What follows belongs to an exercise in optimizing a design on an open flow for small area, a short achievable clock period and few clock cycles; a production flow would make more cautious choices. The RTL was checked by simulation tests, not by an equivalence proof against the original design. Power figures rest on the tool's default switching activity, not on a simulated workload.

File: design.v
module Top(
    Clk,
    Reset,
    Data_in,
    Wr_En,
    Outputs,
    Re
    );
    input wire Clk;
    input wire Reset;
    input wire Wr_En;
    input wire [3:0] Data_in;
    output wire Outputs;
    output wire Re;
    reg       wr_q;
    reg [3:0] din_q;
    always @(posedge Clk or negedge Reset)
        if (~Reset) wr_q <= 1'b0;
        else        wr_q <= Wr_En;
    always @(posedge Clk) din_q <= Data_in;
    localparam ST_WR = 2'd0, ST_HUF = 2'd1, ST_OUT = 2'd2;
    reg [1:0] st;
    reg [8:0] wc;         
    reg [1:0] ph;         
    reg       gdone;      
    reg [2:0] hs;         
    wire wactive = wr_q | (wc[8] & ~gdone);
    wire ins     = wactive & ph[1];
    wire first   = wr_q & (wc == 9'd0);
    wire [2:0] hin = wr_q ? din_q[3:1] : 3'd0;
    wire       lin = din_q[0];
    reg  [6:0] acc;
    reg  [1:0] lsb;
    wire [6:0] acc5 = {acc[4:0], 2'b00} + acc + {4'd0, hin};
    wire [9:0] grp  = {lsb[0], lsb[1], lin, acc5};
    always @(posedge Clk) begin
        if (wactive) begin
            if (ph == 2'd0) begin acc <= {4'd0, hin}; lsb[0] <= lin; end
            else            begin acc <= acc5;        lsb[1] <= lin; end
        end
    end
    localparam NG = 86;
    reg  [NG*10-1:0] ring;
    wire [9:0] slot0 = ring[9:0];
    always @(posedge Clk)
        ring <= {(ins ? grp : slot0), ring[NG*10-1:10]};
    reg [7:0] cnt  [0:9];
    wire [7:0] cur = cnt[din_q];
    wire [7:0] inc = cur + 8'd1;
    reg  [9:0] A, W, B;
    reg  [7:0] v1, v2;    
    reg  [9:0] bh, bl;    
    integer i;
    always @* begin
        for (i = 0; i < 10; i = i + 1) begin
            case (hs[1:0])
                2'd0: begin bh[i] = cnt[i][7]; bl[i] = cnt[i][6]; end
                2'd1: begin bh[i] = cnt[i][5]; bl[i] = cnt[i][4]; end
                2'd2: begin bh[i] = cnt[i][3]; bl[i] = cnt[i][2]; end
                default: begin bh[i] = cnt[i][1]; bl[i] = cnt[i][0]; end
            endcase
        end
    end
    function two;    
        input [9:0] x;
        integer k;
        reg seen;
        begin
            two = 1'b0; seen = 1'b0;
            for (k = 0; k < 10; k = k + 1) begin
                two = two | (x[k] & seen);
                seen = seen | x[k];
            end
        end
    endfunction
    function [31:0] step;
        input [9:0] a, w, bb, x;
        reg [9:0] z, zb, an, wn, bn;
        reg b1, b2;
        begin
            an = a; wn = w; bn = bb;
            if (w == 10'd0) begin
                z = a & ~x;
                if (two(z)) begin an = z; b1 = 1'b0; b2 = 1'b0; end
                else if (|z) begin wn = z; bn = a & x; b1 = 1'b0; b2 = 1'b1; end
                else begin b1 = 1'b1; b2 = 1'b1; end
            end else begin
                zb = bb & ~x;
                if (|zb) bn = zb;
                b1 = |(w & x);
                b2 = ~|zb;
            end
            step = {an, wn, bn, b1, b2};
        end
    endfunction
    wire        s0   = (hs[1:0] == 2'd0);
    wire [9:0]  Ai   = s0 ? 10'h3ff : A;
    wire [9:0]  Wi   = s0 ? 10'h000 : W;
    wire [31:0] r1   = step(Ai, Wi, B, bh);
    wire [31:0] r2   = step(r1[31:22], r1[21:12], r1[11:2], bl);
    always @(posedge Clk) begin
        if (st == ST_HUF && !hs[2]) begin
            A  <= r2[31:22];
            W  <= r2[21:12];
            B  <= r2[11:2];
            v1 <= {v1[5:0], r1[1], r2[1]};
            v2 <= {v2[5:0], r1[0], r2[0]};
        end
    end
    function [9:0] lowest;
        input [9:0] x;
        integer k;
        reg seen;
        begin
            seen = 1'b0;
            for (k = 0; k < 10; k = k + 1) begin
                lowest[k] = x[k] & ~seen;
                seen = seen | x[k];
            end
        end
    endfunction
    function [3:0] enc;
        input [9:0] oh;
        begin
            enc[0] = oh[1] | oh[3] | oh[5] | oh[7] | oh[9];
            enc[1] = oh[2] | oh[3] | oh[6] | oh[7];
            enc[2] = oh[4] | oh[5] | oh[6] | oh[7];
            enc[3] = oh[8] | oh[9];
        end
    endfunction
    wire       wz  = (W == 10'd0);
    wire [9:0] alo = lowest(A);
    wire [9:0] m1  = wz ? alo : W;
    wire [9:0] m2  = lowest(wz ? (A & ~alo) : B);
    wire [3:0] m2b = enc(m2);
    wire [7:0] s   = v1 + v2;
    wire       hufu = (st == ST_HUF) && hs[2];
    wire       upd  = hufu && (v2 != 8'hff);
    always @(posedge Clk) begin
        for (i = 0; i < 10; i = i + 1) begin
            if (first) begin
                cnt[i]  <= 8'd0;
            end else if (st == ST_WR && wr_q && din_q == i) begin
                cnt[i] <= inc;
            end else if (upd) begin
                if (m1[i]) cnt[i] <= 8'hff;
                else if (m2[i]) cnt[i] <= s;
            end
        end
    end
    reg  [99:0] ncr;
    reg  [3:0]  rot;
    reg         pa_v, pb_v;
    reg  [3:0]  pa_n, pb_n, pa_1, pa_2, pb_1, pb_2;
    wire [3:0]  m1b = enc(m1);
    function [9:0] apply;
        input [9:0] e;
        input [3:0] a1, a2;
        begin
            if (e[9:6] == a1)      apply = {a2, e[4:0], 1'b0};
            else if (e[9:6] == a2) apply = {e[9:6], e[4:0], 1'b1};
            else                   apply = e;
        end
    endfunction
    wire [9:0] ea = pa_v ? apply(ncr[9:0], pa_1, pa_2) : ncr[9:0];
    wire [9:0] eb = pb_v ? apply(ea, pb_1, pb_2) : ea;
    wire       ncinit = wr_q && (wc < 9'd10);
    always @(posedge Clk)
        ncr <= {(ncinit ? {rot, 6'd1} : eb), ncr[99:10]};
    wire pa_last = pa_v && (pa_n == 4'd1);
    wire pb_last = pb_v && (pb_n == 4'd1);
    always @(posedge Clk or negedge Reset) begin
        if (~Reset) begin
            rot <= 4'd0;
            pa_v <= 1'b0; pb_v <= 1'b0;
            pa_n <= 4'd0; pb_n <= 4'd0;
            pa_1 <= 4'd0; pa_2 <= 4'd0; pb_1 <= 4'd0; pb_2 <= 4'd0;
        end else begin
            rot <= (rot == 4'd9) ? 4'd0 : rot + 4'd1;
            if (!pa_v || pa_last) begin
                if (pb_v && !pb_last) begin
                    pa_v <= 1'b1; pa_n <= pb_n - 4'd1; pa_1 <= pb_1; pa_2 <= pb_2;
                    pb_v <= upd; pb_n <= 4'd10; pb_1 <= m1b; pb_2 <= m2b;
                end else begin
                    pa_v <= upd; pa_n <= 4'd10; pa_1 <= m1b; pa_2 <= m2b;
                    pb_v <= 1'b0;
                end
            end else begin
                pa_n <= pa_n - 4'd1;
                if (pb_v && !pb_last) pb_n <= pb_n - 4'd1;
                else begin
                    pb_v <= upd; pb_n <= 4'd10; pb_1 <= m1b; pb_2 <= m2b;
                end
            end
        end
    end
    wire ncbusy = pa_v | pb_v;
    reg [6:0] P;         
    reg [6:0] ng;        
    reg [9:0] qh, qx;    
    reg       hv, xv, h85, x85;
    reg [1:0] hidx;
    wire       attap = (P[3:0] == 4'd0);
    reg  [9:0] tap;
    always @* begin
        case (P[6:4])
            3'd0: tap = ring[  0*10 +: 10];
            3'd1: tap = ring[ 16*10 +: 10];
            3'd2: tap = ring[ 32*10 +: 10];
            3'd3: tap = ring[ 48*10 +: 10];
            3'd4: tap = ring[ 64*10 +: 10];
            default: tap = ring[ 80*10 +: 10];
        endcase
    end
    reg [8:0] hdec;
    always @* begin
        case (qh[6:0])
            7'd0: hdec = 9'b000000000;
            7'd1: hdec = 9'b000000001;
            7'd2: hdec = 9'b000000010;
            7'd3: hdec = 9'b000000011;
            7'd4: hdec = 9'b000000100;
            7'd5: hdec = 9'b000001000;
            7'd6: hdec = 9'b000001001;
            7'd7: hdec = 9'b000001010;
            7'd8: hdec = 9'b000001011;
            7'd9: hdec = 9'b000001100;
            7'd10: hdec = 9'b000010000;
            7'd11: hdec = 9'b000010001;
            7'd12: hdec = 9'b000010010;
            7'd13: hdec = 9'b000010011;
            7'd14: hdec = 9'b000010100;
            7'd15: hdec = 9'b000011000;
            7'd16: hdec = 9'b000011001;
            7'd17: hdec = 9'b000011010;
            7'd18: hdec = 9'b000011011;
            7'd19: hdec = 9'b000011100;
            7'd20: hdec = 9'b000100000;
            7'd21: hdec = 9'b000100001;
            7'd22: hdec = 9'b000100010;
            7'd23: hdec = 9'b000100011;
            7'd24: hdec = 9'b000100100;
            7'd25: hdec = 9'b001000000;
            7'd26: hdec = 9'b001000001;
            7'd27: hdec = 9'b001000010;
            7'd28: hdec = 9'b001000011;
            7'd29: hdec = 9'b001000100;
            7'd30: hdec = 9'b001001000;
            7'd31: hdec = 9'b001001001;
            7'd32: hdec = 9'b001001010;
            7'd33: hdec = 9'b001001011;
            7'd34: hdec = 9'b001001100;
            7'd35: hdec = 9'b001010000;
            7'd36: hdec = 9'b001010001;
            7'd37: hdec = 9'b001010010;
            7'd38: hdec = 9'b001010011;
            7'd39: hdec = 9'b001010100;
            7'd40: hdec = 9'b001011000;
            7'd41: hdec = 9'b001011001;
            7'd42: hdec = 9'b001011010;
            7'd43: hdec = 9'b001011011;
            7'd44: hdec = 9'b001011100;
            7'd45: hdec = 9'b001100000;
            7'd46: hdec = 9'b001100001;
            7'd47: hdec = 9'b001100010;
            7'd48: hdec = 9'b001100011;
            7'd49: hdec = 9'b001100100;
            7'd50: hdec = 9'b010000000;
            7'd51: hdec = 9'b010000001;
            7'd52: hdec = 9'b010000010;
            7'd53: hdec = 9'b010000011;
            7'd54: hdec = 9'b010000100;
            7'd55: hdec = 9'b010001000;
            7'd56: hdec = 9'b010001001;
            7'd57: hdec = 9'b010001010;
            7'd58: hdec = 9'b010001011;
            7'd59: hdec = 9'b010001100;
            7'd60: hdec = 9'b010010000;
            7'd61: hdec = 9'b010010001;
            7'd62: hdec = 9'b010010010;
            7'd63: hdec = 9'b010010011;
            7'd64: hdec = 9'b010010100;
            7'd65: hdec = 9'b010011000;
            7'd66: hdec = 9'b010011001;
            7'd67: hdec = 9'b010011010;
            7'd68: hdec = 9'b010011011;
            7'd69: hdec = 9'b010011100;
            7'd70: hdec = 9'b010100000;
            7'd71: hdec = 9'b010100001;
            7'd72: hdec = 9'b010100010;
            7'd73: hdec = 9'b010100011;
            7'd74: hdec = 9'b010100100;
            7'd75: hdec = 9'b011000000;
            7'd76: hdec = 9'b011000001;
            7'd77: hdec = 9'b011000010;
            7'd78: hdec = 9'b011000011;
            7'd79: hdec = 9'b011000100;
            7'd80: hdec = 9'b011001000;
            7'd81: hdec = 9'b011001001;
            7'd82: hdec = 9'b011001010;
            7'd83: hdec = 9'b011001011;
            7'd84: hdec = 9'b011001100;
            7'd85: hdec = 9'b011010000;
            7'd86: hdec = 9'b011010001;
            7'd87: hdec = 9'b011010010;
            7'd88: hdec = 9'b011010011;
            7'd89: hdec = 9'b011010100;
            7'd90: hdec = 9'b011011000;
            7'd91: hdec = 9'b011011001;
            7'd92: hdec = 9'b011011010;
            7'd93: hdec = 9'b011011011;
            7'd94: hdec = 9'b011011100;
            7'd95: hdec = 9'b011100000;
            7'd96: hdec = 9'b011100001;
            7'd97: hdec = 9'b011100010;
            7'd98: hdec = 9'b011100011;
            7'd99: hdec = 9'b011100100;
            7'd100: hdec = 9'b100000000;
            7'd101: hdec = 9'b100000001;
            7'd102: hdec = 9'b100000010;
            7'd103: hdec = 9'b100000011;
            7'd104: hdec = 9'b100000100;
            7'd105: hdec = 9'b100001000;
            7'd106: hdec = 9'b100001001;
            7'd107: hdec = 9'b100001010;
            7'd108: hdec = 9'b100001011;
            7'd109: hdec = 9'b100001100;
            7'd110: hdec = 9'b100010000;
            7'd111: hdec = 9'b100010001;
            7'd112: hdec = 9'b100010010;
            7'd113: hdec = 9'b100010011;
            7'd114: hdec = 9'b100010100;
            7'd115: hdec = 9'b100011000;
            7'd116: hdec = 9'b100011001;
            7'd117: hdec = 9'b100011010;
            7'd118: hdec = 9'b100011011;
            7'd119: hdec = 9'b100011100;
            7'd120: hdec = 9'b100100000;
            7'd121: hdec = 9'b100100001;
            7'd122: hdec = 9'b100100010;
            7'd123: hdec = 9'b100100011;
            7'd124: hdec = 9'b100100100;
            default: hdec = 9'b000000000;
        endcase
    end
    wire [2:0] h0 = hdec[8:6];
    wire [2:0] h1 = hdec[5:3];
    wire [2:0] h2 = hdec[2:0];
    reg [3:0] hdig;
    always @* begin
        case (hidx)
            2'd0: hdig = {h0, qh[9]};
            2'd1: hdig = {h1, qh[8]};
            default: hdig = {h2, qh[7]};
        endcase
    end
    reg [3:0] nd;
    reg       ndv, nd8;
    reg [3:0] sc;        
    reg [5:0] S;
    reg       rep;
    reg       out_r, re_r;
    assign Outputs = out_r;
    assign Re      = re_r;
    wire       sempty = (S == 6'b100000);
    wire       take   = (st == ST_OUT) && !ncbusy && sempty && !rep && ndv;
    wire       hpop   = hv && (!ndv || take) && (sc == 4'd9) && (hidx == 2'd2 || h85);
    wire       fetch  = gdone && attap && (!xv || hpop || !hv);
    wire [4:0] pd = {1'b0, nd} + 5'd10 - {1'b0, rot};
    wire [3:0] pos = (pd >= 5'd10) ? pd - 5'd10 : pd[3:0];
    reg  [5:0] c;
    always @* begin
        c = 6'd0;
        for (i = 0; i < 10; i = i + 1) if (pos == i) c = ncr[10*i +: 6];
    end
    reg  [5:0] tf;
    always @* begin
        if      (c[5]) tf = {c[4:0], 1'b1};
        else if (c[4]) tf = {c[3:0], 2'b10};
        else if (c[3]) tf = {c[2:0], 3'b100};
        else if (c[2]) tf = {c[1:0], 4'b1000};
        else if (c[1]) tf = {c[0],   5'b10000};
        else           tf = 6'b100000;
    end
    always @(posedge Clk or negedge Reset) begin
        if (~Reset) begin
            st <= ST_WR; wc <= 9'd0; ph <= 2'd0; gdone <= 1'b0; hs <= 3'd0;
            P <= 7'd0; ng <= 7'd0; hv <= 1'b0; xv <= 1'b0; h85 <= 1'b0; x85 <= 1'b0;
            hidx <= 2'd0; ndv <= 1'b0; nd8 <= 1'b0; sc <= 4'd0;
            S <= 6'b100000; rep <= 1'b0; out_r <= 1'b0; re_r <= 1'b0;
        end else begin
            if (wr_q) wc <= wc + 9'd1;
            if (wactive) ph <= ph[1] ? 2'd0 : ph + 2'd1;
            if (ins && !wr_q) begin
                gdone <= 1'b1;
                P  <= 7'd11;
                ng <= 7'd3;
            end
            if (wr_q && wc == 9'd255) st <= ST_HUF;
            if (st == ST_HUF) begin
                if (hs[2]) begin
                    hs <= 3'd0;
                    if (v2 == 8'hff) st <= ST_OUT;
                end else hs <= hs + 3'd1;
            end
            if (gdone) begin
                if (fetch) begin
                    P  <= (P >= 7'd84) ? P - 7'd84 : P + 7'd2;
                    ng <= (ng == 7'd85) ? 7'd0 : ng + 7'd1;
                end else
                    P  <= (P == 7'd0) ? 7'd85 : P - 7'd1;
            end
            if (hpop || !hv) begin
                if (xv) begin
                    hv <= 1'b1; h85 <= x85; hidx <= 2'd0;
                    xv <= fetch; x85 <= (ng == 7'd85);
                end else begin
                    hv <= fetch; h85 <= (ng == 7'd85); hidx <= 2'd0;
                end
            end else if (fetch) begin
                xv <= 1'b1; x85 <= (ng == 7'd85);
            end
            if (!ndv || take) begin
                if (sc != 4'd9) begin
                    ndv <= 1'b1; nd8 <= (sc == 4'd8); sc <= sc + 4'd1;
                end else if (hv) begin
                    ndv <= 1'b1; nd8 <= 1'b0;
                    if (!hpop) hidx <= hidx + 2'd1;
                end else
                    ndv <= 1'b0;
            end
            if (!sempty) begin
                out_r <= S[5]; re_r <= 1'b1; S <= {S[4:0], 1'b0};
            end else if (rep) begin
                re_r <= 1'b1; rep <= 1'b0;
            end else begin
                re_r <= 1'b0;
                if (take) begin
                    S   <= tf;
                    rep <= nd8 && (tf != 6'b100000);
                end
            end
        end
    end
    always @(posedge Clk) begin
        if (hpop || !hv) begin
            if (xv) qh <= qx; else qh <= tap;
            if (xv) qx <= tap;
        end else if (fetch) qx <= tap;
        if (!ndv || take) begin
            if (sc != 4'd9) nd <= sc;
            else            nd <= hdig;
        end
    end
endmodule
File: constraint.sdc
create_clock -name core_clock -period 7.0 [get_ports {Clk}]
set_input_delay 1.4000 -clock core_clock [delete_from_list [all_inputs] [get_ports {Clk}]]
set_output_delay 1.4000 -clock core_clock [all_outputs]
set_load 0.01 [all_outputs]
File: run.sh
#!/bin/bash
# synth_recipe.tcl (not shown) runs the flow's synth.tcl, then flattens the netlist and writes it again
# the make line also repeats each setting of config.mk as NAME=value (left out here)
make -C /OpenROAD-flow-scripts/flow DESIGN_CONFIG=/design/flow/config.mk WORK_HOME=/design/flow/orfs CLKGATE_MAP_FILE= SYNTH_SCRIPT=/design/flow/synth_recipe.tcl finish
File: config.mk
export PLATFORM = sky130hd
export DESIGN_NAME = Top
export DESIGN_NICKNAME = Top
export VERILOG_FILES = /design/flow/design.v
export SDC_FILE = /design/flow/constraint.sdc
export NUM_CORES = 4
export LEC_CHECK = 0
export ABC_CLOCK_PERIOD_IN_PS = 3000
export CAP_MARGIN = 20
export CORE_MARGIN = 2
export CORE_UTILIZATION = 40
export SETUP_SLACK_MARGIN = 4.0
export SLEW_MARGIN = 20
==> results of run 1 <==
-- metal layers --
layer | wire, um | up-vias | share of wire, %
met5 | 0 | - | 0
met1 | 44400 | 12600 | 45
met4 | 4620 | 0 | 4.7
met2 | 41800 | 1157 | 42
met3 | 8000 | 312 | 8.1
li1 | - | 12100 | -
-- cells in the final DEF, fill, tap and decap left out, types with 33 or more instances in the layout --
| cell | netlist | routed |
|---|---|---|
| a21oi_1 | 191 | 158 |
| nand2_1 | 242 | 218 |
| inv_1 | 94 | 83 |
| clkbuf_16 | 0 | 120 |
| o211ai_1 | 33 | 33 |
| dfxtp_1 | 1053 | 1049 |
| o21ai_0 | 161 | 134 |
| buf_4 | 0 | 218 |
| a31oi_1 | 46 | 41 |
| nor2_1 | 244 | 213 |
| mux2i_1 | 67 | 56 |
| xnor2_1 | 41 | 37 |
| ha_1 | 59 | 43 |
| buf_6 | 5 | 53 |
| a22oi_1 | 46 | 43 |
| dfrtp_1 | 82 | 70 |
| mux2_2 | 43 | 33 |
| nand3_1 | 51 | 44 |
| nor3_1 | 56 | 46 |
| edfxtp_1 | 79 | 79 |
-- cell families (layout without fill, tap and decap cells) --
kind of cell	after synthesis	after routing	synth area share, %
buffers and inverters	220	617	2.30
adders and majority gates	70	70	2.34
xor gates and xnor gates	67	67	1.56
muxes	129	131	4.11
AOI/OAI and AO/OA	758	758	13.2
DFF	1215	1215	67.2
and+or+nand+nor	762	765	9.29
-- final cells by class --
type,count,area (um2),share of cell area [%]
Sequential cell,1215,25600,53.2
Multi-Input combinational cell,1791,13700,28.6
Clock buffer,167,3430,7.14
Timing Repair Buffer,303,2770,5.77
Tap cell,1265,1580,3.30
Clock inverter,47,494,1.03
Inverter,98,428,0.891
Timing Repair inverter,2,13.8,0.0287
-- registers in the layout, indices dropped and copies added (netlist names), 7 cells and up --
signal and cells:
v1 8, wc 9, hdec 9, qh 10, P 7, ng 7, ring 860, ncr 100
v2 8, cnt 80, W 10, acc 7, B 10, qx 10, A 10
-- Yosys cell counts, drive strengths merged (47+ instances only) --
cell,number
ha,59
dfxtp,1053
inv,96
nand3,51
nor2,244
mux2i,67
dfrtp,82
a21oi,193
nor3,58
nand2,243
o21ai,166
a31oi,47
edfxtp,79
clkbuf,87
-- stage by stage --
step / power [mW] / cell area, um2 / hold slack (ps) / cells / setup WS (ps)
2_1_floorplan: 9.72 / 38500 / 310 / 3221 / 2870
5_1_grt: 17.5 / 48000 / 316 / 4888 / 2630
3_5_place_dp: 10.4 / 39900 / 312 / 4411 / 1320
3_3_place_gp: 10.4 / 39900 / 310 / 4411 / 1520
4_1_cts: 16.9 / 46300 / 312 / 4788 / 2710
6_report: 16.8 / 48000 / 313 / 4888 / 2740
-- how the worst max path moves through the flow --
stage	startpoint	end	slack (ps)	cells past startpoint
6_report	hs[0]$_DFFE_PN0N_	A[5]$_DFFE_PP_	2740	16
5_1_grt	hs[0]$_DFFE_PN0N_	B[2]$_DFFE_PP_	2630	18
4_1_cts	hs[1]$_DFFE_PN0N_	B[1]$_DFFE_PP_	2710	17
3_5_place_dp	hs[1]$_DFFE_PN0N_	B[5]$_DFFE_PP_	1320	13
3_3_place_gp	hs[1]$_DFFE_PN0N_	B[5]$_DFFE_PP_	1520	13
2_1_floorplan	rot[1]$_DFF_PN0_	rep$_DFFE_PN0P_	2870	16
-- report_power, final --
group / switching, mW / internal, mW
registers: 0.607 / 8.18
logic: 1.01 / 0.784
clock network: 2.64 / 3.61
total: 4.25 / 12.6
-- timing repair --
action | CTS | global route
endpoints found under the hold margin | 0 | 0
gates resized for setup | 258 | 195
pin swaps | 71 | 74
setup buffers | 154 | 97
endpoints found under the setup margin | 168 | 151
gates cloned | 9 | 2
==> reports/results.txt, run 1 <==
Global Route met1 Usage -> 27.5%
ys async rst share -> 6.83%
Static Leak -> 19.1 nW
CP bufs+invs -> 5
first-pass GRT wire length -> 149000 um
share of layout cells above drive strength 1 -> 24.3%
hpwl dp -> 61100 um
DIE AREA -> 97500 um2
number of synthesized flops with an enable pin -> 79
Post-DRT Antenna Nets -> 0
Antenna Cells -> 0
Fin. Hold Viols -> 0
Gate Count Post-Synth -> 3221
WHS Path Cells -> 0
ys flop type -> dfxtp_1
Vias -> 26100
I/O Buffers -> 8
reg2reg setup slack -> 2740 ps
nets@finish -> 3594
CP Cell Sequence -> buf_4 -> ha_4 -> clkinvlp_2 -> nor2_1 -> a21oi_2 -> nor2_1 -> or4_4 -> a211oi_4 -> nand2_4 -> or3_4 -> buf_6 -> buf_6 -> o21ai_4 -> a31oi_4 -> buf_6 -> a211oi_2
worst hold start -> ring[233]$_DFF_P_
Worst-path clk slew -> 60 ps
PD cells -> 351 nW/um2
Die W -> 312 um
Net Count, Synth -> 3291
grt met2 use -> 28.3%
sequential area share after synthesis -> 67.2%
highest clock rate -> 235 MHz
Seq cells post-synth -> 1215
reg2reg end -> A[5]$_DFFE_PP_
delay-heaviest family, CP -> simple AND/OR/NAND/NOR gates
cts bufs inserted -> 113
All-Layer GR Usage -> 19.5%
vias in the first global route -> 24700
Clock Path Buffers -> 3
Layout area overhead -> 26.3%
Core Rows -> 113
WL final -> 98800 um
Max Slew Vio Count -> 0
Starting Density -> 40.2%
Final Skew -> 23.0 ps
outcome -> complete, no violations
Reg2Reg Depth -> 16
H-tree depth -> 3
final core utilization -> 50.7%
synthesized area per cell -> 11.8 um2
# hold bufs at CTS -> 0
Distinct cells, synth -> 99
area leader, netlist -> dfxtp_1
RSZ-0062 raised after global routing -> true
Yosys warning total -> 2
# clock sinks -> 1215
Yosys top cell area share -> 55.5%
DRC Markers -> 0
Crit. End Element -> flip-flop
GRT Max-Usage Layer -> met2
CP arrival -> 4790 ps
nature of the critical path startpoint -> flip-flop
Max stage delay on crit path -> 540 ps
drt pass-1 iters -> 9
Worst EP required -> 7530 ps
Setup-failing EPs final -> 0
Max-cap violations -> 0
Max-slew headroom -> 15.4%
crit path kind -> reg2reg
Total Neg Setup Slack -> 0 ps
maximum vdd ir drop -> 0.255 mV
clock tree from TritonCTS -> done
wire length per cell -> 20.2 um
Hold Path Sink -> ring[223]$_DFF_P_
Skew-Pair Late Insertion Delay -> 690 ps
Core Area -> 94600 um2
actual slew at the worst max-slew pin -> 1270 ps
Synth Cell Area -> 38000 um2
worst r2r src -> hs[0]$_DFFE_PN0N_
grt ovf -> 0
DIE HEIGHT -> 312 um
largest net degree at the start of global routing -> 43
clock root buffer -> clkbuf_16
GRT met3 Usage -> 4.50%
I/O pins -> 9
final worst-path cycle share -> 60.8%
Starting DRT DRC Count -> 2540
initial antenna violation count -> 0
crit-path most repeated cell -> buf_6
CP Max Fanout -> 11
Final min period -> 4260 ps
via/cell ratio -> 5.34
RD Place Congestion -> 0.994
Layout fillers -> 8144
hold crit path type -> reg2reg
Area contributors post-synth -> dfxtp_1, edfxtp_1, dfrtp_1
slowest CP cell -> or4_4
Testbench counts, summed over its fixed seeds: cycles 11,224.
==> run 2, diff against run 1 <==
--- a/design.v
+++ b/design.v
@@ -19,4 +19,9 @@
         else        wr_q <= Wr_En;
     always @(posedge Clk) din_q <= Data_in;
+    reg [9:0] dsel;
+    always @(posedge Clk) begin : dec
+        integer k;
+        for (k = 0; k < 10; k = k + 1) dsel[k] <= (Data_in == k);
+    end
     localparam ST_WR = 2'd0, ST_HUF = 2'd1, ST_OUT = 2'd2;
     reg [1:0] st;
@@ -24,5 +29,6 @@
     reg [1:0] ph;         
     reg       gdone;      
-    reg [2:0] hs;         
+    reg [3:0] hs;         
+    reg [3:0] hso;        
     wire wactive = wr_q | (wc[8] & ~gdone);
     wire ins     = wactive & ph[1];
@@ -46,18 +52,22 @@
         ring <= {(ins ? grp : slot0), ring[NG*10-1:10]};
     reg [7:0] cnt  [0:9];
-    wire [7:0] cur = cnt[din_q];
+    reg  [7:0] cur;
+    always @* begin : rd
+        integer k;
+        cur = 8'd0;
+        for (k = 0; k < 10; k = k + 1) cur = cur | (cnt[k] & {8{dsel[k]}});
+    end
     wire [7:0] inc = cur + 8'd1;
-    reg  [9:0] A, W, B;
+    reg  [9:0] cand;
+    reg  [9:0] C1, C2;    
     reg  [7:0] v1, v2;    
+    reg  [5:0] vacc;
+    reg        multi;     
     reg  [9:0] bh, bl;    
     integer i;
     always @* begin
         for (i = 0; i < 10; i = i + 1) begin
-            case (hs[1:0])
-                2'd0: begin bh[i] = cnt[i][7]; bl[i] = cnt[i][6]; end
-                2'd1: begin bh[i] = cnt[i][5]; bl[i] = cnt[i][4]; end
-                2'd2: begin bh[i] = cnt[i][3]; bl[i] = cnt[i][2]; end
-                default: begin bh[i] = cnt[i][1]; bl[i] = cnt[i][0]; end
-            endcase
+            bh[i] = |({cnt[i][1], cnt[i][3], cnt[i][5], cnt[i][7]} & hso);
+            bl[i] = |({cnt[i][0], cnt[i][2], cnt[i][4], cnt[i][6]} & hso);
         end
     end
@@ -74,36 +84,18 @@
         end
     endfunction
-    function [31:0] step;
-        input [9:0] a, w, bb, x;
-        reg [9:0] z, zb, an, wn, bn;
-        reg b1, b2;
-        begin
-            an = a; wn = w; bn = bb;
-            if (w == 10'd0) begin
-                z = a & ~x;
-                if (two(z)) begin an = z; b1 = 1'b0; b2 = 1'b0; end
-                else if (|z) begin wn = z; bn = a & x; b1 = 1'b0; b2 = 1'b1; end
-                else begin b1 = 1'b1; b2 = 1'b1; end
-            end else begin
-                zb = bb & ~x;
-                if (|zb) bn = zb;
-                b1 = |(w & x);
-                b2 = ~|zb;
-            end
-            step = {an, wn, bn, b1, b2};
-        end
-    endfunction
-    wire        s0   = (hs[1:0] == 2'd0);
-    wire [9:0]  Ai   = s0 ? 10'h3ff : A;
-    wire [9:0]  Wi   = s0 ? 10'h000 : W;
-    wire [31:0] r1   = step(Ai, Wi, B, bh);
-    wire [31:0] r2   = step(r1[31:22], r1[21:12], r1[11:2], bl);
+    wire [9:0] cand0 = hs[2] ? ~C1 : 10'h3ff;
+    wire [9:0] cin   = hso[0] ? cand0 : cand;
+    wire [9:0] zh    = cin & ~bh;
+    wire [9:0] c1s   = (|zh) ? zh : cin;
+    wire [9:0] zl    = c1s & ~bl;
+    wire [9:0] ce    = (|zl) ? zl : c1s;
+    wire [1:0] ve    = {~|zh, ~|zl};
     always @(posedge Clk) begin
-        if (st == ST_HUF && !hs[2]) begin
-            A  <= r2[31:22];
-            W  <= r2[21:12];
-            B  <= r2[11:2];
-            v1 <= {v1[5:0], r1[1], r2[1]};
-            v2 <= {v2[5:0], r1[0], r2[0]};
+        if (st == ST_HUF) begin
+            cand <= ce;
+            vacc <= {vacc[3:0], ve};
+            if (hs == 4'd3) begin C1 <= ce; v1 <= {vacc, ve}; end
+            if (hs == 4'd7) begin C2 <= ce; v2 <= {vacc, ve}; end
+            if (hs == 4'd4) multi <= |c1rest;
         end
     end
@@ -129,23 +121,20 @@
         end
     endfunction
-    wire       wz  = (W == 10'd0);
-    wire [9:0] alo = lowest(A);
-    wire [9:0] m1  = wz ? alo : W;
-    wire [9:0] m2  = lowest(wz ? (A & ~alo) : B);
+    wire [9:0] c1lo   = lowest(C1);
+    wire [9:0] c1rest = C1 & ~c1lo;
+    wire [9:0] m1  = c1lo;
+    wire [9:0] m2  = lowest(multi ? c1rest : C2);
+    wire       multi_n = |c1rest;
+    wire [7:0] v2e = multi ? v1 : v2;
     wire [3:0] m2b = enc(m2);
-    wire [7:0] s   = v1 + v2;
-    wire       hufu = (st == ST_HUF) && hs[2];
-    wire       upd  = hufu && (v2 != 8'hff);
+    wire [7:0] s   = v1 + v2e;
+    wire       hufu = (st == ST_HUF) && (hs == 4'd8);
+    wire       upd  = hufu && (v2e != 8'hff);
+    wire       cwr  = (st == ST_WR) && wr_q;
+    wire [7:0] cbus = (upd ? s : inc) & {8{~first}};
     always @(posedge Clk) begin
-        for (i = 0; i < 10; i = i + 1) begin
-            if (first) begin
-                cnt[i]  <= 8'd0;
-            end else if (st == ST_WR && wr_q && din_q == i) begin
-                cnt[i] <= inc;
-            end else if (upd) begin
-                if (m1[i]) cnt[i] <= 8'hff;
-                else if (m2[i]) cnt[i] <= s;
-            end
-        end
+        for (i = 0; i < 10; i = i + 1)
+            if (first | (cwr & dsel[i]) | (upd & (m1[i] | m2[i])))
+                cnt[i] <= cbus | {8{upd & m1[i]}};
     end
     reg  [99:0] ncr;
@@ -195,8 +184,11 @@
         end
     end
-    wire ncbusy = pa_v | pb_v;
+    reg [9:0] nonff;
+    always @* for (i = 0; i < 10; i = i + 1) nonff[i] = ~&cnt[i];
+    wire fewer2 = ~two(nonff);
     reg [6:0] P;         
     reg [6:0] ng;        
-    reg [9:0] qh, qx;    
+    reg [9:0] qx;        
+    reg [11:0] qh;       
     reg       hv, xv, h85, x85;
     reg [1:0] hidx;
@@ -215,5 +207,5 @@
     reg [8:0] hdec;
     always @* begin
-        case (qh[6:0])
+        case (qx[6:0])
             7'd0: hdec = 9'b000000000;
             7'd1: hdec = 9'b000000001;
@@ -344,13 +336,11 @@
         endcase
     end
-    wire [2:0] h0 = hdec[8:6];
-    wire [2:0] h1 = hdec[5:3];
-    wire [2:0] h2 = hdec[2:0];
+    wire [11:0] qdec = {hdec[8:6], qx[9], hdec[5:3], qx[8], hdec[2:0], qx[7]};
     reg [3:0] hdig;
     always @* begin
         case (hidx)
-            2'd0: hdig = {h0, qh[9]};
-            2'd1: hdig = {h1, qh[8]};
-            default: hdig = {h2, qh[7]};
+            2'd0: hdig = qh[11:8];
+            2'd1: hdig = qh[7:4];
+            default: hdig = qh[3:0];
         endcase
     end
@@ -364,13 +354,18 @@
     assign Re      = re_r;
     wire       sempty = (S == 6'b100000);
-    wire       take   = (st == ST_OUT) && !ncbusy && sempty && !rep && ndv;
+    reg  [3:0] ndpos;
+    reg        pvalid;
+    wire       nready = !(pa_v && ndpos < pa_n) && !(pb_v && ndpos < pb_n);
+    wire       take   = (st == ST_OUT) && nready && sempty && !rep && pvalid;
     wire       hpop   = hv && (!ndv || take) && (sc == 4'd9) && (hidx == 2'd2 || h85);
-    wire       fetch  = gdone && attap && (!xv || hpop || !hv);
-    wire [4:0] pd = {1'b0, nd} + 5'd10 - {1'b0, rot};
+    wire       move   = xv && (hpop || !hv);
+    wire       fetch  = gdone && attap && !xv;
+    wire [4:0] pd = {1'b0, nd} + 5'd9 - {1'b0, rot};
     wire [3:0] pos = (pd >= 5'd10) ? pd - 5'd10 : pd[3:0];
+    always @(posedge Clk) ndpos <= pos;
     reg  [5:0] c;
     always @* begin
         c = 6'd0;
-        for (i = 0; i < 10; i = i + 1) if (pos == i) c = ncr[10*i +: 6];
+        for (i = 0; i < 10; i = i + 1) if (ndpos == i) c = ncr[10*i +: 6];
     end
     reg  [5:0] tf;
@@ -385,7 +380,7 @@
     always @(posedge Clk or negedge Reset) begin
         if (~Reset) begin
-            st <= ST_WR; wc <= 9'd0; ph <= 2'd0; gdone <= 1'b0; hs <= 3'd0;
+            st <= ST_WR; wc <= 9'd0; ph <= 2'd0; gdone <= 1'b0; hs <= 4'd0; hso <= 4'b0001;
             P <= 7'd0; ng <= 7'd0; hv <= 1'b0; xv <= 1'b0; h85 <= 1'b0; x85 <= 1'b0;
-            hidx <= 2'd0; ndv <= 1'b0; nd8 <= 1'b0; sc <= 4'd0;
+            hidx <= 2'd0; ndv <= 1'b0; nd8 <= 1'b0; sc <= 4'd0; pvalid <= 1'b0;
             S <= 6'b100000; rep <= 1'b0; out_r <= 1'b0; re_r <= 1'b0;
         end else begin
@@ -399,8 +394,16 @@
             if (wr_q && wc == 9'd255) st <= ST_HUF;
             if (st == ST_HUF) begin
-                if (hs[2]) begin
-                    hs <= 3'd0;
-                    if (v2 == 8'hff) st <= ST_OUT;
-                end else hs <= hs + 3'd1;
+                if (hs == 4'd0 && fewer2) begin
+                    st <= ST_OUT;
+                end else if (hs == 4'd8) begin
+                    hs <= 4'd0;
+                    if (v2e == 8'hff) st <= ST_OUT;
+                end else if (hs == 4'd4 && multi_n) begin
+                    hs  <= 4'd8;
+                    hso <= 4'b0001;
+                end else begin
+                    hs  <= hs + 4'd1;
+                    hso <= {hso[2:0], hso[3]};
+                end
             end
             if (gdone) begin
@@ -412,13 +415,11 @@
             end
             if (hpop || !hv) begin
-                if (xv) begin
-                    hv <= 1'b1; h85 <= x85; hidx <= 2'd0;
-                    xv <= fetch; x85 <= (ng == 7'd85);
-                end else begin
-                    hv <= fetch; h85 <= (ng == 7'd85); hidx <= 2'd0;
-                end
-            end else if (fetch) begin
-                xv <= 1'b1; x85 <= (ng == 7'd85);
+                hv <= xv; h85 <= x85; hidx <= 2'd0;
             end
+            if (fetch) begin
+                xv <= 1'b1; x85 <= (ng == 7'd85);
+            end else if (move)
+                xv <= 1'b0;
+            pvalid <= ndv && !take;
             if (!ndv || take) begin
                 if (sc != 4'd9) begin
@@ -444,8 +445,6 @@
     end
     always @(posedge Clk) begin
-        if (hpop || !hv) begin
-            if (xv) qh <= qx; else qh <= tap;
-            if (xv) qx <= tap;
-        end else if (fetch) qx <= tap;
+        if (move)  qh <= qdec;
+        if (fetch) qx <= tap;
         if (!ndv || take) begin
             if (sc != 4'd9) nd <= sc;
--- a/config.mk
+++ b/config.mk
@@ -10,4 +10,7 @@
 export CORE_MARGIN = 2
 export CORE_UTILIZATION = 40
-export SETUP_SLACK_MARGIN = 4.0
+export CTS_BUF_LIST = sky130_fd_sc_hd__clkbuf_8
+export CTS_CLUSTER_DIAMETER = 40
+export CTS_CLUSTER_SIZE = 16
+export SETUP_SLACK_MARGIN = 3.6
 export SLEW_MARGIN = 20
==> reports/results.txt, run 2 <==
outcome -> complete, no violations
switch share -> 24.6% (-0.69 points)
Final min period -> 3330 ps (-923 ps)
I/O pins -> 9 (unchanged)
RSZ-0062 raised after global routing -> false
most frequent cells after synthesis -> dfxtp_1, nand2_1, edfxtp_1, nor2_1, o21ai_0
first-pass GRT wire length -> 114000 um (-23%)
All-Layer GR Usage -> 15.5% (-4.0 points)
Vias -> 20300 (-22%)
Clock Path Buffers -> 3 (unchanged)
Largest regs -> ring (860), ncr (100), cnt (80)
Clk pwr share -> 33.4% (-3.7 points)
Skew-Pair Late Insertion Delay -> 800 ps (+110 ps)
Max-slew headroom -> 31.5% (+16 points)
DRC Markers -> 0 (unchanged)
I/O Buffers -> 8 (unchanged)
Starting Density -> 40.4% (+0.18 points)
internal power -> 10.9 mW (-13%)
ys flop type -> dfxtp_1
clock tree from TritonCTS -> done
Layout area overhead -> 11.7%
clock root buffer -> clkbuf_8
number of synthesized flops with an enable pin -> 168 (+110%)
wire length per cell -> 18.0 um (-11%)
Comb power frac -> 7.6% (-3.0 points)
DIE HEIGHT -> 305 um (-2.2%)
Static Leak -> 16.0 nW (-16%)
PD cells -> 358 nW/um2 (+2.0%)
Max Slew Vio Count -> 0 (unchanged)
crit path kind -> reg2reg
via/cell ratio -> 5.02 (-6.1%)
nets@finish -> 2850 (-21%)
pre-CTS setup slack -> 2900 ps (+1580 ps)
ys async rst share -> 7.21% (+0.38 points)
drt pass-1 iters -> 6 (-3)
area leader, netlist -> dfxtp_1
Max-cap violations -> 0 (unchanged)
Fin. Hold Viols -> 0 (unchanged)
Net Count, Synth -> 2791 (-15%)
Post-DRT Antenna Nets -> 0 (unchanged)
cts bufs inserted -> 120 (+6.2%)
Setup-failing EPs final -> 0 (unchanged)
Area contributors post-synth -> dfxtp_1, edfxtp_1, dfrtp_1
crit path to -> C2[5]$_DFFE_PP_
# clock sinks -> 1235 (+1.6%)
hold crit path type -> reg2reg
actual slew at the worst max-slew pin -> 1020 ps (-249 ps)
Sequential Power Share -> 59.0% (+6.8 points)
Core Area -> 90000 um2 (-4.8%)
CP arrival -> 3810 ps (-980 ps)
switching power of the nets -> 3.56 mW (-16%)
Yosys warning total -> 2 (unchanged)
reg2reg setup slack -> 3670 ps (+920 ps)
Worst-path clk slew -> 100 ps (+40 ps)
grt ovf -> 0 (unchanged)
highest clock rate -> 300 MHz (+28%)
reg2reg end -> C2[5]$_DFFE_PP_
Seq cells post-synth -> 1235 (+1.6%)
initial antenna violation count -> 2 (+2)
final hold slack -> 309 ps (-3.59 ps)
max reg flops -> 860 (unchanged)
DIE AREA -> 93200 um2 (-4.4%)
vias in the first global route -> 20300 (-18%)
maximum vdd ir drop -> 0.242 mV (-4.8%)
total power -> 14.5 mW (-14%)
Crit. End Element -> flip-flop
WL final -> 72600 um (-27%)
Synth Cell Area -> 36300 um2 (-4.4%)
final worst-path cycle share -> 47.6% (-13 points)
Final Skew -> 39.8 ps (+16.8 ps)
Biggest register -> ring
synthesized area per cell -> 13.4 um2 (+13%)
largest net degree at the start of global routing -> 82 (+91%)
commonest non-fill, non-tap cell in the layout -> dfxtp_1
Worst EP required -> 7480 ps (-50 ps)
Final Cell Area -> 40600 um2 (-15%)
Total Neg Setup Slack -> 0 ps (unchanged)
crit path from -> hso[0]$_DFFE_PN1P_
Starting DRT DRC Count -> 1607 (-37%)
Die W -> 305 um (-2.2%)
top-count cell post-synth -> dfxtp_1
Reg2Reg Depth -> 8 (-8)
area post-placement -> 37600 um2 (-5.7%)
most frequent cells in the layout -> dfxtp_1, nand2_1, edfxtp_1
hpwl dp -> 47300 um (-23%)
# hold bufs at CTS -> 0 (unchanged)
share of layout cells above drive strength 1 -> 11.7% (-13 points)
final worst slack -> 3670 ps (+923 ps)
CP Max Fanout -> 25 (+14)
sequential area share after synthesis -> 73.9% (+6.7 points)
worst r2r src -> hso[0]$_DFFE_PN1P_
H-tree depth -> 3 (unchanged)
Yosys top cell area share -> 53.9% (-1.6 points)
Distinct cells, synth -> 90 (-9.1%)
Gate Count Post-Synth -> 2719 (-16%)
RD Place Congestion -> 0.923 (-7.1%)
Core Rows -> 110 (-2.7%)
nature of the critical path startpoint -> flip-flop
run 2: power groups by stage:
stage          Clock (mW)  Sequential [mW]  Combinational [mW]
2_1_floorplan           0             8.55               0.815
3_3_place_gp            0             8.72                1.08
3_5_place_dp            0             8.72                1.11
4_1_cts              5.00             8.59                1.12
5_1_grt              5.28             8.67                1.25
6_report             4.84             8.56                1.11
run 2: routing by layer:
layer / track usage [%] / share of wire [%]
met1: 21.3 / 47
met2: 24.0 / 45
met3: 3.25 / 5.5
met4: 5.93 / 3.3
met5: 0 / 0
run 2: cell families (layout without fill, tap and decap cells):
logic type / after synthesis / after routing / share of synthesized area [%]
adder cells (fa/ha/maj): 68 / 68 / 2.40
XOR/XNOR: 56 / 56 / 1.39
other: 0 / 1 / 0
AND/OR/NAND/NOR: 599 / 599 / 8.06
flip-flops: 1235 / 1235 / 73.9
buffers and inverters: 174 / 318 / 1.91
AO/OA/AOI/OAI: 494 / 494 / 9.11
multiplexers: 93 / 93 / 3.20
run 2: how the worst min path moves through the flow:
stage	startpoint	end	cells after the start
3_5_place_dp	ring[311]$_DFF_P_	ring[301]$_DFF_P_	0
6_report	ring[818]$_DFF_P_	ring[808]$_DFF_P_	0
3_3_place_gp	ncr[79]$_DFF_P_	ncr[69]$_DFF_P_	0
2_1_floorplan	ncr[26]$_DFF_P_	ncr[16]$_DFF_P_	0
5_1_grt	ring[58]$_DFF_P_	ring[48]$_DFF_P_	0
4_1_cts	ring[58]$_DFF_P_	ring[48]$_DFF_P_	0
run 2: final cells by class:
type	count	area [um2]
tap	1176	1470
clock inverter	76	947
fill	8080	49400
inverter	76	285
clock buffer	131	1800
sequential	1235	26900
timing repair buffer	35	322
antenna	1	2.50
multi-input combinational	1310	8880
run 2: timing repair:
item / CTS / global route
gates resized for setup: 12 / 13
pin swaps: 3 / 2
endpoints found under the setup margin: 158 / 102
setup buffers: 6 / 3
gates cloned: 0 / 0
run 2: per-stage QoR:
stage,utilization (%),std cells
final,45.1,4040
after global routing,45.1,4040
after CTS,45.0,4036
after detailed placement,41.8,3823
after global placement,41.8,3823
after floorplan,-,2719
run 2: worst max-delay path, stage by stage (launching register included):
cell and delay [ps]:
dfstp_4 830, clkbuf_16 270, a22oi_1 100, nand2_1 230, o22ai_1 130, nor4_1 400, o211ai_1 210, o21bai_4 290
a221oi_1 580
Testbench counts of run 2, summed over its fixed seeds: cycles 11,476.
==> run 3, diff against run 2 <==
--- a/config.mk
+++ b/config.mk
@@ -13,4 +13,4 @@
 export CTS_CLUSTER_DIAMETER = 40
 export CTS_CLUSTER_SIZE = 16
-export SETUP_SLACK_MARGIN = 3.6
+export SETUP_SLACK_MARGIN = 4.0
 export SLEW_MARGIN = 20
==> reports/results.txt, run 3 <==
RD Place Congestion -> 0.961 (+4.1%)
highest clock rate -> 331 MHz (+10%)
crit path from -> dsel[6]$_DFF_P_
Fin. Hold Viols -> 0 (unchanged)
Skew-Pair Late Insertion Delay -> 770 ps (-30 ps)
Yosys top cell area share -> 53.9% (unchanged)
Seq cells post-synth -> 1235 (unchanged)
slowest CP cell -> xor2_1
Post-DRT Antenna Nets -> 0 (unchanged)
worst hold start -> ring[534]$_DFF_P_
Max-cap violations -> 0 (unchanged)
Max-slew headroom -> 34.4% (+2.9 points)
Static Leak -> 16.3 nW (+2.0%)
Biggest register -> ring
crit path kind -> reg2reg
Clock Path Buffers -> 3 (unchanged)
DRC Markers -> 0 (unchanged)
CP bufs+invs -> 2 (+1)
Final Skew -> 49.4 ps (+9.62 ps)
WL final -> 74900 um (+3.1%)
H-tree depth -> 3 (unchanged)
Hold Path Sink -> ring[524]$_DFF_P_
initial antenna violation count -> 2 (unchanged)
Worst-path clk slew -> 90 ps (about the same)
DIE HEIGHT -> 305 um (unchanged)
Net Count, Synth -> 2791 (unchanged)
Die W -> 305 um (unchanged)
Layout area overhead -> 13.4%
Yosys warning total -> 2 (unchanged)
Max Slew Vio Count -> 0 (unchanged)
Comb power frac -> 8.1% (+0.5 points)
area leader, netlist -> dfxtp_1
clock tree from TritonCTS -> done
Total Neg Setup Slack -> 0 ps (unchanged)
final worst-path cycle share -> 43.2% (-4.5 points)
hold crit path type -> reg2reg
sequential area share after synthesis -> 73.9% (unchanged)
outcome -> complete, no violations
Vias -> 20700 (+2.0%)
I/O Buffers -> 8 (unchanged)
DIE AREA -> 93200 um2 (unchanged)
clock root buffer -> clkbuf_8
RSZ-0062 raised after global routing -> true
synthesized area per cell -> 13.4 um2 (unchanged)
most frequent cells after synthesis -> dfxtp_1, nand2_1, edfxtp_1, nor2_1, o21ai_0
most frequent cells in the layout -> dfxtp_1, nand2_1, edfxtp_1
actual slew at the worst max-slew pin -> 975 ps (-44.9 ps)
largest net degree at the start of global routing -> 67 (-18%)
Area contributors post-synth -> dfxtp_1, edfxtp_1, dfrtp_1
I/O pins -> 9 (unchanged)
Core Area -> 90000 um2 (unchanged)
switch share -> 24.7% (+0.086 points)
Crit. End Element -> flip-flop
Sequential Power Share -> 60.2% (+1.2 points)
reg2reg setup slack -> 3980 ps (+310 ps)
vias in the first global route -> 20500 (+1.0%)
CP Max Fanout -> 9 (-64%)
ys flop type -> dfxtp_1
area post-placement -> 37600 um2 (about the same)
switching power of the nets -> 3.51 mW (-1.6%)
drt pass-1 iters -> 6 (unchanged)
commonest non-fill, non-tap cell in the layout -> dfxtp_1
nature of the critical path startpoint -> flip-flop
Distinct cells, synth -> 90 (unchanged)
Worst EP required -> 7580 ps (+100 ps)
CP Cell Sequence -> a22o_1 -> a221oi_1 -> and4_1 -> inv_1 -> ha_1 -> o31ai_1 -> nor4_1 -> xor2_1 -> mux2i_4 -> buf_6 -> o21ai_0
Reg2Reg Depth -> 11 (+3)
Core Rows -> 110 (unchanged)
via/cell ratio -> 5.06 (+0.76%)
nets@finish -> 2902 (+1.8%)
delay-heaviest family, CP -> compound AO/OA/AOI/OAI gates
hpwl dp -> 47900 um (+1.3%)
Gate Count Post-Synth -> 2719 (unchanged)
CP arrival -> 3600 ps (-210 ps)
maximum vdd ir drop -> 0.212 mV (-12%)
wire length per cell -> 18.3 um (+1.9%)
ys async rst share -> 7.21% (unchanged)
first-pass GRT wire length -> 116000 um (+1.8%)
WHS Path Cells -> 0 (unchanged)
worst r2r src -> dsel[6]$_DFF_P_
# clock sinks -> 1235 (unchanged)
Starting Density -> 40.4% (unchanged)
Final Cell Area -> 41200 um2 (+1.5%)
grt ovf -> 0 (unchanged)
share of layout cells above drive strength 1 -> 15.0% (+3.3 points)
number of synthesized flops with an enable pin -> 168 (unchanged)
Starting DRT DRC Count -> 1615 (+0.50%)
max reg flops -> 860 (unchanged)
PD cells -> 346 nW/um2 (-3.3%)
Largest regs -> ring (860), ncr (100), cnt (80)
Setup-failing EPs final -> 0 (unchanged)
internal power -> 10.7 mW (-2.0%)
Final min period -> 3020 ps (-312 ps)
Max stage delay on crit path -> 430 ps (-400 ps)
Synth Cell Area -> 36300 um2 (unchanged)
reg2reg end -> cnt[4][6]$_DFFE_PP_
All-Layer GR Usage -> 15.9% (+0.39 points)
Clk pwr share -> 31.7% (-1.7 points)
top-count cell post-synth -> dfxtp_1
cts bufs inserted -> 119 (-0.83%)
==> run 3: cell counts after synthesis <==
Identical to the previous run, type by type.
==> run 3: stage by stage <==
stage | worst slack [ps] | utilization, % | hold slack (ps) | power [mW] | std cells
2_1_floorplan | 4010 | - | 310 | 9.37 | 2719
3_3_place_gp | 3170 | 41.8 | 310 | 9.80 | 3824
3_5_place_dp | 3030 | 41.8 | 312 | 9.84 | 3824
4_1_cts | 3970 | 45.1 | 298 | 14.4 | 4058
5_1_grt | 3880 | 45.8 | 296 | 14.9 | 4091
6_report | 3980 | 45.8 | 304 | 14.2 | 4091
==> run 3: cell families (layout without fill, tap and decap cells) <==
group,count (synthesis),in the layout,synth area share (%)
mux,93,93,3.20
compound gates,494,494,9.11
buf+inv,174,369,1.91
flops,1235,1235,73.9
other cells,0,1,0
fa+ha+maj,68,68,2.40
xor+xnor,56,56,1.39
simple gates,599,599,8.06
==> run 3: area by class of cell <==
cell class	instances	area, um2
multi-input cells	1310	9200
flip-flops and latches	1235	26900
well taps	1176	1470
fillers	7978	48800
repair inverters	2	10.0
inverters	76	293
clock buffers	131	1800
repair buffers	86	820
clock inverters	74	722
diodes	1	2.50
==> run 3: how the worst max path moves through the flow <==
| stage | cells after the start | end |
|---|---|---|
| final | 11 | cnt[4][6]$_DFFE_PP_ |
| after CTS | 5 | cnt[7][7]$_DFFE_PP_ |
| after detailed placement | 8 | qh[6]$_DFFE_PP_ |
| after global routing | 10 | cnt[2][4]$_DFFE_PP_ |
| after floorplan | 12 | cnt[3][6]$_DFFE_PP_ |
| after global placement | 8 | qh[7]$_DFFE_PP_ |
==> run 3: routing by layer <==
layer	GRT usage [%]	vias to the layer above	wire length [um]
met5	0	-	0
met4	6.01	0	2510
met3	3.40	176	4420
met2	24.8	622	33700
met1	21.6	10100	34300
li1	-	9805	-
==> run 3: timing repair <==
action / in CTS / in global routing
setup buffers: 28 / 29
gates cloned: 1 / 3
endpoints found under the setup margin: 245 / 181
pin swaps: 8 / 17
resized for setup: 48 / 63
hold buffers: 0 / 0
==> run 3: power groups by stage <==
stage / logic (mW) / registers (mW) / clock network [mW]
3_5_place_dp: 1.11 / 8.72 / 0
3_3_place_gp: 1.09 / 8.71 / 0
5_1_grt: 1.29 / 8.68 / 4.96
6_report: 1.16 / 8.57 / 4.51
4_1_cts: 1.13 / 8.59 / 4.68
2_1_floorplan: 0.815 / 8.55 / 0
==> run 4, diff against run 3 <==
--- a/config.mk
+++ b/config.mk
@@ -6,5 +6,5 @@
 export NUM_CORES = 4
 export LEC_CHECK = 0
-export ABC_CLOCK_PERIOD_IN_PS = 3000
+export ABC_CLOCK_PERIOD_IN_PS = 2600
 export CAP_MARGIN = 20
 export CORE_MARGIN = 2
@@ -13,4 +13,4 @@
 export CTS_CLUSTER_DIAMETER = 40
 export CTS_CLUSTER_SIZE = 16
-export SETUP_SLACK_MARGIN = 4.0
+export SETUP_SLACK_MARGIN = 4.4
 export SLEW_MARGIN = 20
==> reports/results.txt, run 4 <==
outcome -> complete, no violations
Skew-Pair Late Insertion Delay -> 810 ps (+40 ps)
commonest non-fill, non-tap cell in the layout -> dfxtp_1
area post-placement -> 37800 um2 (+0.32%)
Synth Cell Area -> 36300 um2 (unchanged)
top-count cell post-synth -> dfxtp_1
Area contributors post-synth -> dfxtp_1, edfxtp_1, dfrtp_1
I/O Buffers -> 8 (unchanged)
grt ovf -> 0 (unchanged)
CP arrival -> 3460 ps (-140 ps)
number of synthesized flops with an enable pin -> 168 (unchanged)
Core Area -> 90000 um2 (unchanged)
Worst EP required -> 7550 ps (-30 ps)
sequential area share after synthesis -> 73.9% (unchanged)
Largest regs -> ring (860), ncr (100), cnt (80)
maximum vdd ir drop -> 0.203 mV (-4.4%)
Seq cells post-synth -> 1235 (unchanged)
final worst slack -> 4080 ps (+104 ps)
final hold slack -> 302 ps (-1.99 ps)
Clock Path Buffers -> 3 (unchanged)
DRC Markers -> 0 (unchanged)
area leader, netlist -> dfxtp_1
Yosys warning total -> 2 (unchanged)
DP Cell Count -> 3822 (-0.052%)
CP Cell Sequence -> buf_6 -> mux2_4 -> ha_4 -> fa_2 -> a21o_1 -> a21oi_2 -> o21bai_1 -> a21oi_2 -> xnor2_2 -> mux2i_4 -> buf_6 -> buf_16 -> o21ai_2
Gate Count Post-Synth -> 2719 (unchanged)
# hold bufs at CTS -> 0 (unchanged)
most frequent cells in the layout -> dfxtp_1, nand2_1, edfxtp_1
most frequent cells after synthesis -> dfxtp_1, nand2_1, edfxtp_1, nor2_1, o21ai_0
fin cells -> 4215 (+3.0%)
Max-cap violations -> 0 (unchanged)
actual slew at the worst max-slew pin -> 1130 ps (+154 ps)
Layout area overhead -> 20.2%
highest clock rate -> 343 MHz (+3.6%)
ys flop type -> dfxtp_1
DIE AREA -> 93200 um2 (unchanged)
initial antenna violation count -> 3 (+1)
Post-DRT Antenna Nets -> 0 (unchanged)
RSZ-0062 raised after global routing -> true
synthesized area per cell -> 13.4 um2 (unchanged)
Yosys top cell area share -> 53.9% (unchanged)
wire length per cell -> 19.3 um (+5.4%)
Distinct cells, synth -> 90 (unchanged)
clock tree from TritonCTS -> done
vias in the first global route -> 21500 (+4.7%)
nature of the critical path startpoint -> flip-flop
Biggest register -> ring
WL final -> 81300 um (+8.5%)
ys async rst share -> 7.21% (unchanged)
Setup-failing EPs final -> 0 (unchanged)
nets@finish -> 3018 (+4.0%)
Max Slew Vio Count -> 0 (unchanged)
Die W -> 305 um (unchanged)
CP bufs+invs -> 3 (+1)
Final min period -> 2920 ps (-104 ps)
hpwl dp -> 49300 um (+3.0%)
cts bufs inserted -> 135 (+13%)
Worst-path clk slew -> 90 ps (about the same)
share of layout cells above drive strength 1 -> 23.1% (+8.1 points)
Layout fillers -> 7810 (-2.1%)
Starting Density -> 40.4% (unchanged)
Crit. End Element -> flip-flop
CP Max Fanout -> 5 (-4)
final worst-path cycle share -> 41.7% (-1.5 points)
clock root buffer -> clkbuf_8
reg2reg setup slack -> 4080 ps (+100 ps)
Max stage delay on crit path -> 420 ps (about the same)
DIE HEIGHT -> 305 um (unchanged)
All-Layer GR Usage -> 17.2% (+1.3 points)
first-pass GRT wire length -> 125000 um (+7.0%)
RD Place Congestion -> 0.979 (+1.8%)
Static Leak -> 17.4 nW (+6.7%)
via/cell ratio -> 5.10 (+0.74%)
Net Count, Synth -> 2791 (unchanged)
Final Cell Area -> 43700 um2 (+6.0%)
H-tree depth -> 4 (+1)
Starting DRT DRC Count -> 1727 (+6.9%)
largest net degree at the start of global routing -> 81 (+21%)
Vias -> 21500 (+3.8%)
PD cells -> 339 nW/um2 (-1.9%)
max reg flops -> 860 (unchanged)
drt pass-1 iters -> 5 (-1)
crit path kind -> reg2reg
slowest CP cell -> edfxtp_1
Core Rows -> 110 (unchanged)
I/O pins -> 9 (unchanged)
Total Neg Setup Slack -> 0 ps (unchanged)
hold crit path type -> reg2reg
# clock sinks -> 1235 (unchanged)
Max-slew headroom -> 24.4% (-10 points)
delay-heaviest family, CP -> compound AO/OA/AOI/OAI gates
pre-CTS setup slack -> 2960 ps (-67.5 ps)
Fin. Hold Viols -> 0 (unchanged)
Final Skew -> 53.2 ps (+3.81 ps)
-- run 4: cell counts after synthesis --
Identical to the previous run, type by type.
-- run 4: path summary, 6_finish.rpt --
| path | startpoint | to | cells after the start |
|---|---|---|---|
| setup / recovery | multi$_DFFE_PP_ | cnt[5][6]$_DFFE_PP_ | 13 |
| setup reg to reg | multi$_DFFE_PP_ | cnt[5][6]$_DFFE_PP_ | 13 |
| max in group asynchronous | Reset | hso[2]$_DFFE_PN0P_ | 2 |
| hold reg to reg | ring[340]$_DFF_P_ | ring[330]$_DFF_P_ | 0 |
| hold / removal | ring[340]$_DFF_P_ | ring[330]$_DFF_P_ | 0 |
| min in group asynchronous | Reset | re_r$_DFF_PN0_ | 1 |
-- run 4: where the power goes --
group	internal (mW)	total [mW]	switching [mW]
logic	0.563	1.35	0.786
clock network	2.30	4.88	2.57
registers	8.20	8.57	0.371
total	11.1	14.8	3.73
-- run 4: area by class of cell --
cell class              count  area, um2  share of cell area [%]
flip-flops and latches   1235      26900                    61.6
multi-input cells        1313      10300                    23.7
clock buffers             147       2020                    4.63
repair buffers            183       1790                    4.10
well taps                1176       1470                    3.37
clock inverters            81        825                    1.89
inverters                  76        303                   0.694
repair inverters            2       10.0                  0.0229
diodes                      2       5.00                  0.0115
-- run 4: kinds of logic (layout without fill, tap and decap cells) --
family	Yosys count	in the layout	share of synthesized area (%)
AO/OA/AOI/OAI	494	495	9.11
XOR/XNOR	56	56	1.39
other	0	2	0
buffers and inverters	174	489	1.91
flip-flops	1235	1235	73.9
AND/OR/NAND/NOR	599	601	8.06
adder cells (fa/ha/maj)	68	68	2.40
multiplexers	93	93	3.20
-- run 4: routing by layer --
layer	track usage (%)	wire (um)	vias up
met5	0	0	-
met4	8.39	3550	0
li1	-	-	10100
met2	26.2	36300	777
met3	3.74	5360	216
met1	23.3	36100	10400
-- run 4: worst reg2reg max path, delay by kind of cell (launching register included) --
kind	cells	cell delay (ps)
AOI/OAI and AO/OA	5	660
xor gates and xnor gates	1	150
adders and majority gates	2	520
DFF	1	420
muxes	2	510
buffers and inverters	3	440
-- run 4: repair_timing --
item / in CTS / in global routing
setup endpoints to repair: 314 / 244
gates cloned: 9 / 4
pin swaps: 43 / 60
gates resized for setup: 223 / 123
setup buffers: 111 / 39
-- run 4: metrics by stage --
step                      power, mW  utilization [%]
after floorplan                9.38                -
after global placement         9.80             42.0
after detailed placement       9.86             42.0
after CTS                      14.9             47.4
after global routing           15.5             48.5
final                          14.8             48.5
==> run 5, diff against run 4 <==
--- a/config.mk
+++ b/config.mk
@@ -6,11 +6,12 @@
 export NUM_CORES = 4
 export LEC_CHECK = 0
-export ABC_CLOCK_PERIOD_IN_PS = 2600
+export ABC_CLOCK_PERIOD_IN_PS = 3000
 export CAP_MARGIN = 20
 export CORE_MARGIN = 2
-export CORE_UTILIZATION = 40
+export CORE_UTILIZATION = 65
 export CTS_BUF_LIST = sky130_fd_sc_hd__clkbuf_8
 export CTS_CLUSTER_DIAMETER = 40
 export CTS_CLUSTER_SIZE = 16
-export SETUP_SLACK_MARGIN = 4.4
+export PLACE_DENSITY = 0.75
+export SETUP_SLACK_MARGIN = 4.0
 export SLEW_MARGIN = 20
==> reports/results.txt, run 5 <==
maximum vdd ir drop -> 0.293 mV (+44%)
Biggest register -> ring
final worst-path cycle share -> 42.2% (+0.52 points)
Yosys warning total -> 2 (unchanged)
Final Skew -> 37.7 ps (-15.5 ps)
Distinct cells, synth -> 90 (unchanged)
clock root buffer -> clkbuf_8
synthesized area per cell -> 13.4 um2 (unchanged)
RSZ-0062 raised after global routing -> true
delay-heaviest family, CP -> compound AO/OA/AOI/OAI gates
Crit. End Element -> flip-flop
DIE HEIGHT -> 240 um (-21%)
max reg flops -> 860 (unchanged)
clock tree from TritonCTS -> done
share of layout cells above drive strength 1 -> 13.6% (-9.5 points)
CP arrival -> 3400 ps (-60 ps)
top-count cell post-synth -> dfxtp_1
Starting Density -> 65.8% (+25 points)
Die W -> 240 um (-21%)
nature of the critical path startpoint -> flip-flop
initial antenna violation count -> 1 (-2)
Total Neg Setup Slack -> 0 ps (unchanged)
commonest non-fill, non-tap cell in the layout -> dfxtp_1
PD cells -> 348 nW/um2 (+2.6%)
CP Max Fanout -> 12 (+7)
first-pass GRT wire length -> 116000 um (-6.6%)
Vias -> 20800 (-3.3%)
number of synthesized flops with an enable pin -> 168 (unchanged)
vias in the first global route -> 20500 (-4.6%)
Setup-failing EPs final -> 0 (unchanged)
ys async rst share -> 7.21% (unchanged)
CP bufs+invs -> 1 (-2)
slowest CP cell -> dfstp_4
area post-placement -> 37100 um2 (-1.8%)
Clock Path Buffers -> 3 (unchanged)
I/O pins -> 9 (unchanged)
# hold bufs at CTS -> 0 (unchanged)
DRC Markers -> 0 (unchanged)
Final min period -> 2950 ps (+36.4 ps)
Skew-Pair Late Insertion Delay -> 750 ps (-60 ps)
# clock sinks -> 1235 (unchanged)
WL final -> 76100 um (-6.4%)
nets@finish -> 2891 (-4.2%)
crit path kind -> reg2reg
Yosys top cell area share -> 53.9% (unchanged)
outcome -> complete, no violations
Static Leak -> 16.1 nW (-7.7%)
Net Count, Synth -> 2791 (unchanged)
Post-DRT Antenna Nets -> 0 (unchanged)
reg2reg setup slack -> 4050 ps (-40 ps)
actual slew at the worst max-slew pin -> 1160 ps (+26.5 ps)
Fin. Hold Viols -> 0 (unchanged)
Largest regs -> ring (860), ncr (100), cnt (80)
Max-slew headroom -> 22.6% (-1.8 points)
Synth Cell Area -> 36300 um2 (unchanged)
sequential area share after synthesis -> 73.9% (unchanged)
Starting DRT DRC Count -> 1867 (+8.1%)
All-Layer GR Usage -> 26.4% (+9.2 points)
grt ovf -> 0 (unchanged)
Core Area -> 55200 um2 (-39%)
highest clock rate -> 339 MHz (-1.2%)
H-tree depth -> 3 (-1)
Layout area overhead -> 10.6%
final hold slack -> 299 ps (-2.26 ps)
RD Place Congestion -> 0.994 (+1.6%)
cts bufs inserted -> 109 (-19%)
largest net degree at the start of global routing -> 81 (unchanged)
area leader, netlist -> dfxtp_1
most frequent cells after synthesis -> dfxtp_1, nand2_1, edfxtp_1, nor2_1, o21ai_0
DIE AREA -> 57800 um2 (-38%)
hpwl dp -> 47700 um (-3.3%)
CP Cell Sequence -> buf_6 -> nand3_1 -> o21ai_0 -> o2111ai_1 -> or4_4 -> a21o_1 -> o21bai_4 -> a221oi_1
via/cell ratio -> 5.72 (+12%)
Seq cells post-synth -> 1235 (unchanged)
Worst EP required -> 7440 ps (-110 ps)
Final Cell Area -> 40200 um2 (-7.9%)
ys flop type -> dfxtp_1
Gate Count Post-Synth -> 2719 (unchanged)
Max-cap violations -> 0 (unchanged)
Core Rows -> 86 (-22%)
Max Slew Vio Count -> 0 (unchanged)
Max stage delay on crit path -> 660 ps (+240 ps)
Area contributors post-synth -> dfxtp_1, edfxtp_1, dfrtp_1
most frequent cells in the layout -> dfxtp_1, nand2_1, edfxtp_1
I/O Buffers -> 8 (unchanged)
Worst-path clk slew -> 90 ps (about the same)
drt pass-1 iters -> 6 (+1)
wire length per cell -> 20.9 um (+8.6%)
hold crit path type -> reg2reg
==> run 5: layout make-up <==
cell class	count	area, um2
multi-input combinational	1312	9130
inverter	76	293
antenna	1	2.50
clock inverter	60	598
timing repair buffer	83	724
sequential	1235	26900
tap	748	936
timing repair inverter	2	10.0
fill	3426	15000
clock buffer	117	1610
==> run 5: routing by layer <==
| metal | vias up | wire length (um) | part of all wire [%] | global-route usage, % |
|---|---|---|---|---|
| li1 | 9758 | - | - | - |
| met1 | 10000 | 32800 | 43 | 35.8 |
| met2 | 795 | 35800 | 47 | 42.9 |
| met3 | 183 | 4640 | 6.1 | 4.45 |
| met4 | 0 | 2840 | 3.7 | 10.1 |
| met5 | - | 0 | 0 | 0 |
==> run 5: worst paths after layout <==
check	to	depth (start not counted)	start
min	ncr[47]$_DFF_P_	0	ncr[57]$_DFF_P_
max reg2reg	C2[6]$_DFFE_PP_	8	hso[0]$_DFFE_PN1P_
min in group asynchronous	pa_1[3]$_DFFE_PN0N_	1	Reset
max	C2[6]$_DFFE_PP_	8	hso[0]$_DFFE_PN1P_
min reg2reg	ncr[47]$_DFF_P_	0	ncr[57]$_DFF_P_
max in group asynchronous	hso[2]$_DFFE_PN0P_	2	Reset
==> run 5: cell families after synthesis <==
group	count (synthesis)	synth area share, %
mux	93	3.20
fa+ha+maj	68	2.40
compound gates	494	9.11
simple gates	599	8.06
xor+xnor	56	1.39
flops	1235	73.9
buf+inv	174	1.91
==> run 5: metrics by stage <==
step / util [%] / setup slack [ps] / power (mW) / instances
6_report: 72.8 / 4050 / 14.0 / 3634
5_1_grt: 72.8 / 3920 / 14.5 / 3634
4_1_cts: 72.1 / 3870 / 14.0 / 3599
3_5_place_dp: 67.2 / 2690 / 9.88 / 3391
3_3_place_gp: 67.2 / 2630 / 9.79 / 3391
2_1_floorplan: - / 4010 / 9.37 / 2719
==> run 5: what timing repair did <==
item | CTS | global route
endpoints found under the setup margin | 248 | 178
pin swaps | 8 | 17
resized for setup | 48 | 28
setup buffers | 31 | 29
endpoints found under the hold margin | 0 | 0
cloned | 0 | 5
==> run 5: power by group <==
| group | internal, mW | total [mW] | leakage (nW) | switching (mW) |
|---|---|---|---|---|
| Combinational | 0.466 | 1.21 | 4.34 | 0.745 |
| Clock | 1.78 | 4.17 | 1.18 | 2.39 |
| Sequential | 8.20 | 8.60 | 10.5 | 0.401 |
| Total | 10.4 | 14.0 | 16.1 | 3.53 |

-- re-timing with driven ports --
In the flow no input, the clock included, has a driving cell. The finished layouts below were timed again as built, in two steps. Step 1 sets driving cells, clkbuf_16 on the clock port and buf_2 on the other inputs (assumed; they add their load-dependent delay and slew). Step 2 also shifts input and output timing later by t, the mid clock arrival at the registers, as if the neighbouring blocks saw the same clock. Slacks: ideal / step 1 / step 2; pairs: ideal / step 1.
run | t (ns) | setup slack, ns
run 1 | 0.746 | 2.744 / 2.744 / 2.744
run 2 | 0.834 | 3.666 / 3.666 / 3.666
run 3 | 0.799 | 3.978 / 3.978 / 3.978
run 4 | 0.845 | 4.082 / 4.082 / 4.082
run 5 | 0.786 | 4.046 / 4.046 / 4.046
After both steps every run listed still meets setup and hold.
